This is an optimization exercise on Yosys and OpenROAD, whose aim is small area, a short achievable clock period and few clock cycles, not a production implementation. RTL that was checked went through simulation tests only; none was proved equivalent to the original. Power and IR drop assume default switching activity.

==> module zig_zag_traversal, before the edit <==
module zig_zag_traversal (
    input clk,
    input reset,
    output reg done,
    input [5:0] ram_read_addr,
    output [7:0] ram_read_data,
    output [5:0] rom_addr,            
    input  [7:0] rom_data             
);
  reg [5:0] t;         
  reg       load;      
  reg [2:0] row, col;
  wire odd = row[0] ^ col[0];
  assign rom_addr = {row, col};
  always @(posedge clk or posedge reset) begin
    if (reset) begin
      row <= 3'd0;
      col <= 3'd0;
    end else if (!odd) begin
      if (row == 3'd7) col <= col + 3'd1;
      else begin
        row <= row + 3'd1;
        if (col != 3'd0) col <= col - 3'd1;
      end
    end else begin
      if (col == 3'd7) row <= row + 3'd1;
      else begin
        col <= col + 3'd1;
        if (row != 3'd0) row <= row - 3'd1;
      end
    end
  end
  reg  [7:0] c [0:63];
  wire [7:0] c_in = load ? rom_data : c[63];
  integer i;
  always @(posedge clk) begin
    c[0] <= c_in;
    for (i = 1; i < 64; i = i + 1)
      c[i] <= c[i-1];
  end
  wire [2:0] a_lo = ram_read_addr[2:0];
  wire [2:0] a_hi = ram_read_addr[5:3];
  wire [2:0] t_lo = t[2:0];
  wire [2:0] t_hi = t[5:3];
  wire [7:0] ge;         
  wire [7:0] eq_hi;      
  wire [7:0] lo_sel, hi_sel;
  genvar g, b;
  generate
    for (g = 0; g < 8; g = g + 1) begin : dec
      wire [2:0] k_lo = t_lo - 3'd1 - g;
      wire [2:0] k_hi = t_hi - g;
      assign lo_sel[g] = (a_lo == k_lo);
      assign eq_hi[g]  = (a_hi == k_hi);
      assign ge[g]     = (t_lo <= g);
    end
  endgenerate
  wire borrow = ge[a_lo];
  generate
    for (g = 0; g < 8; g = g + 1) begin : dech
      assign hi_sel[g] = borrow ? eq_hi[(g + 1) % 8] : eq_hi[g];
    end
  endgenerate
  wire [7:0] v [0:63];
  generate
    for (g = 0; g < 63; g = g + 1) begin : rd
      assign v[g] = c[g];
    end
  endgenerate
  assign v[63] = c_in;
  wire [7:0] grp [0:7];
  generate
    for (g = 0; g < 8; g = g + 1) begin : lvl1
      for (b = 0; b < 8; b = b + 1) begin : bt
        zz_sel8 u (.s(lo_sel),
                   .d({v[8*g+7][b], v[8*g+6][b], v[8*g+5][b], v[8*g+4][b],
                       v[8*g+3][b], v[8*g+2][b], v[8*g+1][b], v[8*g][b]}),
                   .y(grp[g][b]));
      end
    end
    for (b = 0; b < 8; b = b + 1) begin : lvl2
      zz_sel8 u (.s(hi_sel),
                 .d({grp[7][b], grp[6][b], grp[5][b], grp[4][b],
                     grp[3][b], grp[2][b], grp[1][b], grp[0][b]}),
                 .y(ram_read_data[b]));
    end
  endgenerate
  always @(posedge clk or posedge reset) begin
    if (reset) begin
      t    <= 6'd0;
      done <= 1'b0;
      load <= 1'b1;
    end else begin
      t    <= t + 6'd1;
      done <= done | (t == 6'd62);
      load <= ~done;
    end
  end
endmodule
export LEC_CHECK = 0
export CAP_MARGIN = 20
export CORE_MARGIN = 2
export CORE_UTILIZATION = 40
export SETUP_SLACK_MARGIN = 2.5
export SLEW_MARGIN = 20
export SYNTH_HIERARCHICAL = 1
export SYNTH_MINIMUM_KEEP_SIZE = 0
create_clock -name core_clock -period 7.5 [get_ports {clk}]
run.sh (not shown) runs the stock make flow with config.mk's settings and CLKGATE_MAP_FILE= SYNTH_SCRIPT=/design/flow/synth_recipe.tcl, a recipe that flattens the netlist after the stock synthesis.
Testbench counts at the start, summed over its fixed seeds: cycles 12,096.
Change:
--- a/flow/design.v
+++ b/flow/design.v
@@ -41,24 +41,14 @@
   end
   wire [2:0] a_lo = ram_read_addr[2:0];
-  wire [2:0] a_hi = ram_read_addr[5:3];
   wire [2:0] t_lo = t[2:0];
-  wire [2:0] t_hi = t[5:3];
-  wire [7:0] ge;         
-  wire [7:0] eq_hi;      
+  wire       borrow = (t_lo <= a_lo);           
+  wire [2:0] p_hi = t[5:3] - ram_read_addr[5:3] - borrow;
   wire [7:0] lo_sel, hi_sel;
   genvar g, b;
   generate
     for (g = 0; g < 8; g = g + 1) begin : dec
-      wire [2:0] k_lo = t_lo - 3'd1 - g;
-      wire [2:0] k_hi = t_hi - g;
-      assign lo_sel[g] = (a_lo == k_lo);
-      assign eq_hi[g]  = (a_hi == k_hi);
-      assign ge[g]     = (t_lo <= g);
-    end
-  endgenerate
-  wire borrow = ge[a_lo];
-  generate
-    for (g = 0; g < 8; g = g + 1) begin : dech
-      assign hi_sel[g] = borrow ? eq_hi[(g + 1) % 8] : eq_hi[g];
+      wire [2:0] k = t_lo - 3'd1 - g;
+      assign lo_sel[g] = (a_lo == k);
+      assign hi_sel[g] = (p_hi == g);
     end
   endgenerate
The new run produced a clean layout.
Via count falls by 4.7%.
Combinational power rises by 15%.
Sequential cell count stays the same.
Final area falls by 2.8%.
Wire length falls by 9.3%.
Cell count falls by 3.7%.
Sequential power barely changes.
Register-to-register slack is better by 0.05 ns.
Hold slack is worse by 0.0033 ns.
Critical path depth rises by 8.
The RTL of the second run of this note was laid out without a check of its function.

---

run a:
Another version of the RTL of zig_zag_traversal (not shown whole).
Size: ~990 cells after synthesis, ~31 I/O pins.
==> module zig_zag_traversal, before the edit <==
module zig_zag_traversal (
    input clk,
    input reset,
    output reg done,
    input [5:0] ram_read_addr,
    output [7:0] ram_read_data,
    output [5:0] rom_addr,            
    input  [7:0] rom_data             
);
  reg [5:0] t;         
  reg       load;      
  reg [2:0] row, col;
  wire odd = row[0] ^ col[0];
  assign rom_addr = {row, col};
  always @(posedge clk or posedge reset) begin
    if (reset) begin
      row <= 3'd0;
      col <= 3'd0;
    end else if (!odd) begin
      if (row == 3'd7) col <= col + 3'd1;
      else begin
        row <= row + 3'd1;
        if (col != 3'd0) col <= col - 3'd1;
      end
    end else begin
      if (col == 3'd7) row <= row + 3'd1;
      else begin
        col <= col + 3'd1;
        if (row != 3'd0) row <= row - 3'd1;
      end
    end
  end
  reg  [7:0] c [0:63];
  wire [7:0] c_in [0:7];
  genvar g, h, b;
  generate
    for (h = 0; h < 8; h = h + 1) begin : ring
      wire fill = load && t[5:3] == h;
      for (b = 0; b < 8; b = b + 1) begin : bt
        zz_ao22 u (.a1(fill), .a2(rom_data[b]), .b1(~fill), .b2(c[8*h+7][b]),
                   .y(c_in[h][b]));
      end
    end
  endgenerate
  integer i, j;
  always @(posedge clk) begin
    for (i = 0; i < 8; i = i + 1) begin
      c[8*i] <= c_in[i];
      for (j = 1; j < 8; j = j + 1)
        c[8*i+j] <= c[8*i+j-1];
    end
  end
  wire [7:0] v [0:63];
  generate
    for (h = 0; h < 8; h = h + 1) begin : rd
      for (g = 0; g < 7; g = g + 1) begin : pos
        assign v[8*h+g] = c[8*h+g];
      end
      assign v[8*h+7] = c_in[h];
    end
  endgenerate
  wire [2:0] a_lo = ram_read_addr[2:0];
  wire [2:0] a_hi = ram_read_addr[5:3];
  wire [2:0] t_lo = t[2:0];
  wire [7:0] ring_sel, pos_sel;
  wire [2:0] p_lo;
  zz_pos3 up (.a(a_lo), .t(t_lo), .p(p_lo));
  generate
    for (g = 0; g < 8; g = g + 1) begin : dec
      assign pos_sel[g]  = (p_lo == g);
      assign ring_sel[g] = (a_hi == g);
    end
  endgenerate
  wire [7:0] pos [0:7];
  generate
    for (g = 0; g < 8; g = g + 1) begin : lvl1
      for (b = 0; b < 8; b = b + 1) begin : bt
        zz_sel8 u (.s(ring_sel),
                   .d({v[56+g][b], v[48+g][b], v[40+g][b], v[32+g][b],
                       v[24+g][b], v[16+g][b], v[8+g][b],  v[g][b]}),
                   .y(pos[g][b]));
      end
    end
    for (b = 0; b < 8; b = b + 1) begin : lvl2
      zz_sel8f u (.s(pos_sel),
                  .d({pos[7][b], pos[6][b], pos[5][b], pos[4][b],
                      pos[3][b], pos[2][b], pos[1][b], pos[0][b]}),
                  .y(ram_read_data[b]));
    end
  endgenerate
  always @(posedge clk or posedge reset) begin
    if (reset) begin
      t    <= 6'd0;
      done <= 1'b0;
      load <= 1'b1;
    end else begin
      t    <= t + 6'd1;
      done <= done | (t == 6'd62);
      load <= ~done;
    end
  end
endmodule
==> module zz_pos3, before the edit <==
module zz_pos3 (input [2:0] a, input [2:0] t, output [2:0] p);
  wire [2:0] n = ~a;
  wire c1 = t[0] & n[0];
  wire c2 = (t[1] & n[1]) | (c1 & (t[1] | n[1]));
  assign p[0] = t[0] ^ n[0];
  assign p[1] = t[1] ^ n[1] ^ c1;
  assign p[2] = t[2] ^ n[2] ^ c2;
endmodule
==> module zz_ao22, before the edit <==
module zz_ao22 (input a1, a2, b1, b2, output y);
  assign y = (a1 & a2) | (b1 & b2);
endmodule
export LEC_CHECK = 0
export CAP_MARGIN = 20
export CORE_MARGIN = 2
export CORE_UTILIZATION = 65
export CTS_CLUSTER_DIAMETER = 100
export CTS_CLUSTER_SIZE = 30
export SETUP_SLACK_MARGIN = 3.0
export SLEW_MARGIN = 20
export SYNTH_HIERARCHICAL = 1
export SYNTH_MINIMUM_KEEP_SIZE = 0
create_clock -name core_clock -period 7.5 [get_ports {clk}]
standard.sh (not shown) runs the stock make flow with config.mk's settings and CLKGATE_MAP_FILE= SYNTH_SCRIPT=/design/flow/synth_recipe.tcl, a recipe that flattens the netlist after the stock synthesis.
==> flow/flow/run.sh <==
#!/bin/bash
# Own flow: the standard layout, with these changes:
# - after synthesis, the read multiplexer's first-level a22oi gates, which
#   Yosys's mapper gives drive strength 2, are set to drive strength 1
#   (each drives one gate next to it); timing repair sizes up what needs it;
# - the port buffers are buf_4 cells, not the slow delay-buffer cells that
#   buffer_ports picks by default;
# - timing repair may size a cell to any strength, not just to cells of the
#   same footprint.
set -euo pipefail
cd "$(dirname "$0")/.."
bash standard.sh synth > synth.log 2>&1
openroad -no_init -exit flow/resize.tcl > resize.log 2>&1
bash standard.sh "BUFFER_PORTS_ARGS=-buffer_cell sky130_fd_sc_hd__buf_4" \
  MATCH_CELL_FOOTPRINT=0 finish > layout.log 2>&1
==> flow/flow/resize.tcl <==
# Set the read multiplexer's first-level a22oi gates to drive strength 1.
set odb orfs/results/sky130hd/zig_zag_traversal/base/1_synth.odb
read_db $odb
set block [ord::get_db_block]
set db [ord::get_db]
set m1 [$db findMaster sky130_fd_sc_hd__a22oi_1]
set n 0
foreach inst [$block getInsts] {
  if {[[$inst getMaster] getName] ne "sky130_fd_sc_hd__a22oi_2"} { continue }
  set y [$inst findITerm Y]
  set net [$y getNet]
  if {$net eq "NULL"} { continue }
  if {[string match {lvl1*} [$net getName]]} {
    $inst swapMaster $m1
    incr n
  }
}
puts "resized $n a22oi gates to drive strength 1"
write_db $odb
Testbench counts of run a, summed over its fixed seeds: cycles 12,096.
Here is what was changed in the inputs of run b compared with run a.
==> flow/design.v, changed modules only <==
module zig_zag_traversal (
    input clk,
    input reset,
    output reg done,
    input [5:0] ram_read_addr,
    output [7:0] ram_read_data,
    output [5:0] rom_addr,            
    input  [7:0] rom_data             
);
  reg [5:0] t;         
  reg       load;      
  reg [2:0] row, col;
  wire odd = row[0] ^ col[0];
  assign rom_addr = {row, col};
  always @(posedge clk or posedge reset) begin
    if (reset) begin
      row <= 3'd0;
      col <= 3'd0;
    end else if (!odd) begin
      if (row == 3'd7) col <= col + 3'd1;
      else begin
        row <= row + 3'd1;
        if (col != 3'd0) col <= col - 3'd1;
      end
    end else begin
      if (col == 3'd7) row <= row + 3'd1;
      else begin
        col <= col + 3'd1;
        if (row != 3'd0) row <= row - 3'd1;
      end
    end
  end
  reg  [7:0] c [0:63];
  wire [7:0] c_in [0:7];
  genvar g, h, b;
  generate
    for (h = 0; h < 8; h = h + 1) begin : ring
      assign c_in[h] = (load && t[5:3] == h) ? rom_data : c[8*h+7];
    end
  endgenerate
  integer i, j;
  always @(posedge clk) begin
    for (i = 0; i < 8; i = i + 1) begin
      c[8*i] <= c_in[i];
      for (j = 1; j < 8; j = j + 1)
        c[8*i+j] <= c[8*i+j-1];
    end
  end
  wire [7:0] v [0:63];
  generate
    for (h = 0; h < 8; h = h + 1) begin : rd
      for (g = 0; g < 7; g = g + 1) begin : pos
        assign v[8*h+g] = c[8*h+g];
      end
      assign v[8*h+7] = c_in[h];
    end
  endgenerate
  wire [2:0] a_lo = ram_read_addr[2:0];
  wire [2:0] a_hi = ram_read_addr[5:3];
  wire [2:0] t_lo = t[2:0];
  wire [7:0] ring_sel, pos_sel;
  generate
    for (g = 0; g < 8; g = g + 1) begin : dec
      wire [2:0] k_lo = t_lo - 3'd1 - g;
      zz_eq3 ul (.a(a_lo), .k(k_lo), .y(pos_sel[g]));
      assign ring_sel[g] = (a_hi == g);
    end
  endgenerate
  wire [7:0] pos [0:7];
  generate
    for (g = 0; g < 8; g = g + 1) begin : lvl1
      for (b = 0; b < 8; b = b + 1) begin : bt
        zz_sel8 u (.s(ring_sel),
                   .d({v[56+g][b], v[48+g][b], v[40+g][b], v[32+g][b],
                       v[24+g][b], v[16+g][b], v[8+g][b],  v[g][b]}),
                   .y(pos[g][b]));
      end
    end
    for (b = 0; b < 8; b = b + 1) begin : lvl2
      zz_sel8f u (.s(pos_sel),
                  .d({pos[7][b], pos[6][b], pos[5][b], pos[4][b],
                      pos[3][b], pos[2][b], pos[1][b], pos[0][b]}),
                  .y(ram_read_data[b]));
    end
  endgenerate
  always @(posedge clk or posedge reset) begin
    if (reset) begin
      t    <= 6'd0;
      done <= 1'b0;
      load <= 1'b1;
    end else begin
      t    <= t + 6'd1;
      done <= done | (t == 6'd62);
      load <= ~done;
    end
  end
endmodule
module zz_eq3 (input [2:0] a, input [2:0] k, output y);
  assign y = (a == k);
endmodule
// module zz_pos3 removed
// module zz_ao22 removed
### Flow results
Run b reached the final stage; the timing, DRC and antenna checks on its layout passed.
Compared with run a, run b shows a higher area after synthesis.
Run b vs run a, internal cell power went up by 0.000011 W.
Compared with run a, in run b total power now larger; total setup violations reported at the end of the flow comparable; routed wire length now larger.
Between run a and run b, the part of the cycle the worst path needs is lower for run b.
Going from run a to run b, average size of a mapped cell grows by 0.79%.
Run a ended up with ram_read_data[0] as its capturing instance or port of the critical path; run b ended up with ram_read_data[4].
Global routing usage summed across all routing layers (higher): run a
The final area of run b was inferior to that of run a.
Of run a and run b, run a shows the higher length of routed met3 wiring, with run b below it.
Testbench counts of run b, summed over its fixed seeds: cycles 12,096.

---

Setup of run A:
zig_zag_traversal with an RTL version that a note above also has.
Size: ~1000 cells after synthesis, about 0.015 mm2 of cells after synthesis.
==> module zig_zag_traversal, before the edit <==
module zig_zag_traversal (
    input clk,
    input reset,
    output reg done,
    input [5:0] ram_read_addr,
    output [7:0] ram_read_data,
    output [5:0] rom_addr,            
    input  [7:0] rom_data             
);
  reg [5:0] t;         
  reg       load;      
  reg [2:0] row, col;
  wire odd = row[0] ^ col[0];
  assign rom_addr = {row, col};
  always @(posedge clk or posedge reset) begin
    if (reset) begin
      row <= 3'd0;
      col <= 3'd0;
    end else if (!odd) begin
      if (row == 3'd7) col <= col + 3'd1;
      else begin
        row <= row + 3'd1;
        if (col != 3'd0) col <= col - 3'd1;
      end
    end else begin
      if (col == 3'd7) row <= row + 3'd1;
      else begin
        col <= col + 3'd1;
        if (row != 3'd0) row <= row - 3'd1;
      end
    end
  end
  reg  [7:0] c [0:63];
  wire [7:0] c_in [0:7];
  genvar g, h, b;
  generate
    for (h = 0; h < 8; h = h + 1) begin : ring
      assign c_in[h] = (load && t[5:3] == h) ? rom_data : c[8*h+7];
    end
  endgenerate
  integer i, j;
  always @(posedge clk) begin
    for (i = 0; i < 8; i = i + 1) begin
      c[8*i] <= c_in[i];
      for (j = 1; j < 8; j = j + 1)
        c[8*i+j] <= c[8*i+j-1];
    end
  end
  wire [7:0] v [0:63];
  generate
    for (h = 0; h < 8; h = h + 1) begin : rd
      for (g = 0; g < 7; g = g + 1) begin : pos
        assign v[8*h+g] = c[8*h+g];
      end
      assign v[8*h+7] = c_in[h];
    end
  endgenerate
  wire [2:0] a_lo = ram_read_addr[2:0];
  wire [2:0] a_hi = ram_read_addr[5:3];
  wire [2:0] t_lo = t[2:0];
  wire [7:0] ring_sel, pos_sel;
  generate
    for (g = 0; g < 8; g = g + 1) begin : dec
      wire [2:0] k_lo = t_lo - 3'd1 - g;
      zz_eq3 ul (.a(a_lo), .k(k_lo), .y(pos_sel[g]));
      assign ring_sel[g] = (a_hi == g);
    end
  endgenerate
  wire [7:0] pos [0:7];
  generate
    for (g = 0; g < 8; g = g + 1) begin : lvl1
      for (b = 0; b < 8; b = b + 1) begin : bt
        zz_sel8 u (.s(ring_sel),
                   .d({v[56+g][b], v[48+g][b], v[40+g][b], v[32+g][b],
                       v[24+g][b], v[16+g][b], v[8+g][b],  v[g][b]}),
                   .y(pos[g][b]));
      end
    end
    for (b = 0; b < 8; b = b + 1) begin : lvl2
      zz_sel8f u (.s(pos_sel),
                  .d({pos[7][b], pos[6][b], pos[5][b], pos[4][b],
                      pos[3][b], pos[2][b], pos[1][b], pos[0][b]}),
                  .y(ram_read_data[b]));
    end
  endgenerate
  always @(posedge clk or posedge reset) begin
    if (reset) begin
      t    <= 6'd0;
      done <= 1'b0;
      load <= 1'b1;
    end else begin
      t    <= t + 6'd1;
      done <= done | (t == 6'd62);
      load <= ~done;
    end
  end
endmodule
==> module zz_sel8, before the edit <==
module zz_sel8 (
    input  [7:0] s,
    input  [7:0] d,
    output       y
);
  wire n0, n1, n2;
  zz_aoi222 u0 (.a1(s[0]), .a2(d[0]), .b1(s[1]), .b2(d[1]), .c1(s[2]), .c2(d[2]), .y(n0));
  zz_aoi222 u1 (.a1(s[3]), .a2(d[3]), .b1(s[4]), .b2(d[4]), .c1(s[5]), .c2(d[5]), .y(n1));
  zz_aoi22  u2 (.a1(s[6]), .a2(d[6]), .b1(s[7]), .b2(d[7]), .y(n2));
  zz_nand3  u3 (.a(n0), .b(n1), .c(n2), .y(y));
endmodule
==> module zz_aoi222, before the edit <==
module zz_aoi222 (input a1, a2, b1, b2, c1, c2, output y);
  assign y = ~((a1 & a2) | (b1 & b2) | (c1 & c2));
endmodule
==> module zz_nand3, before the edit <==
module zz_nand3 (input a, b, c, output y);
  assign y = ~(a & b & c);
endmodule
clock: 7.5 ns
lec_check: 0
cap_margin: 20
core_margin: 2
core_utilization: 40
cts_cluster_diameter: 100
cts_cluster_size: 30
setup_slack_margin: 2.5
slew_margin: 20
synth_hierarchical: 1
synth_minimum_keep_size: 0
Scripts as last shown in full above: flow/flow/run.sh, flow/flow/resize.tcl
Run A | stages: all done | timing, DRC, antenna: all pass
Testbench counts of run A, summed over its fixed seeds: cycles 12,096.
Input changes introduced in run B (baseline for comparison: run A):
-- flow/design.v --
<<< run A, line 72
    for (g = 0; g < 8; g = g + 1) begin : lvl1
      for (b = 0; b < 8; b = b + 1) begin : bt
        zz_sel8 u (.s(ring_sel),
                   .d({v[56+g][b], v[48+g][b], v[40+g][b], v[32+g][b],
                       v[24+g][b], v[16+g][b], v[8+g][b],  v[g][b]}),
                   .y(pos[g][b]));
      end
    end
>>> run B, line 72
    for (g = 0; g < 8; g = g + 1) begin : lvl1
      for (b = 0; b < 8; b = b + 1) begin : bt
        zz_sel8f u (.s(ring_sel),
                    .d({v[56+g][b], v[48+g][b], v[40+g][b], v[32+g][b],
                        v[24+g][b], v[16+g][b], v[8+g][b],  v[g][b]}),
                    .y(pos[g][b]));
      end
    end
<<< run A, line 97
  end
endmodule
module zz_sel8 (
    input  [7:0] s,
    input  [7:0] d,
    output       y
);
  wire n0, n1, n2;
  zz_aoi222 u0 (.a1(s[0]), .a2(d[0]), .b1(s[1]), .b2(d[1]), .c1(s[2]), .c2(d[2]), .y(n0));
  zz_aoi222 u1 (.a1(s[3]), .a2(d[3]), .b1(s[4]), .b2(d[4]), .c1(s[5]), .c2(d[5]), .y(n1));
  zz_aoi22  u2 (.a1(s[6]), .a2(d[6]), .b1(s[7]), .b2(d[7]), .y(n2));
  zz_nand3  u3 (.a(n0), .b(n1), .c(n2), .y(y));
endmodule
module zz_sel8f (
    input  [7:0] s,
>>> run B, line 97
  end
endmodule
module zz_sel8f (
    input  [7:0] s,
<<< run A, line 123
  assign y = (a == k);
endmodule
module zz_aoi222 (input a1, a2, b1, b2, c1, c2, output y);
  assign y = ~((a1 & a2) | (b1 & b2) | (c1 & c2));
endmodule
module zz_aoi22 (input a1, a2, b1, b2, output y);
  assign y = ~((a1 & a2) | (b1 & b2));
endmodule
module zz_nand3 (input a, b, c, output y);
  assign y = ~(a & b & c);
endmodule
module zz_nand4 (input a, b, c, d, output y);
>>> run B, line 112
  assign y = (a == k);
endmodule
module zz_aoi22 (input a1, a2, b1, b2, output y);
  assign y = ~((a1 & a2) | (b1 & b2));
endmodule
module zz_nand4 (input a, b, c, d, output y);
### Flow results
- NOTE amount of wire on met3 after detailed routing run A->run B decreased by more than 10%
- Per the comparison of run B with run A, final-layout clock-cell area share shows no meaningful change; sequential share of layout area shows a reduction of 0.64 points; die area shows an increase of 610 um2.
- Taking run A as the reference point, the via count of run B rises by 1.7%.
Function not checked in run B: the RTL went through the layout flow alone.

[what the ideal ports hide]
Ports are ideal in the flow. The routed layouts listed here were re-timed in OpenROAD. Step 1 assumes that a clkbuf_16 drives the clock port and a buf_2 every other input. Step 2 adds t to the input delays and takes it off the output delays; t is the mean of the earliest and latest rising clock arrival at the registers after step 1. Input paths then give back, and output paths get back, about the clock's delay inside the block. Three values: ideal ports, drivers, drivers and shift; two values: the first two.
| run | t (ns) | slack for setup (ns) | hold slack, ns |
|---|---|---|---|
| the first run of note 1 | 0.610 | 2.089 / 2.050 / 2.050 | 0.342 / 0.342 / 0.342 |
| the second run of note 1 | 0.588 | 0.838 / 0.800 / 0.800 | 0.339 / 0.339 / 0.339 |
| run a of note 2 | 0.586 | 2.632 / 2.592 / 2.592 | 0.339 / 0.339 / 0.339 |
| run b of note 2 | 0.583 | 2.831 / 2.690 / 2.690 | 0.336 / 0.336 / 0.336 |
| run A of note 3 | 0.581 | 2.605 / 2.580 / 2.580 | 0.349 / 0.349 / 0.349 |
| run B of note 3 | 0.592 | 2.565 / 2.540 / 2.540 | 0.348 / 0.348 / 0.348 |
After both steps setup and hold are still met in every run listed. For run b of note 2, which loses most, drivers alone change the setup slack by -0.141 ns; drivers and shift together by -0.141 ns.
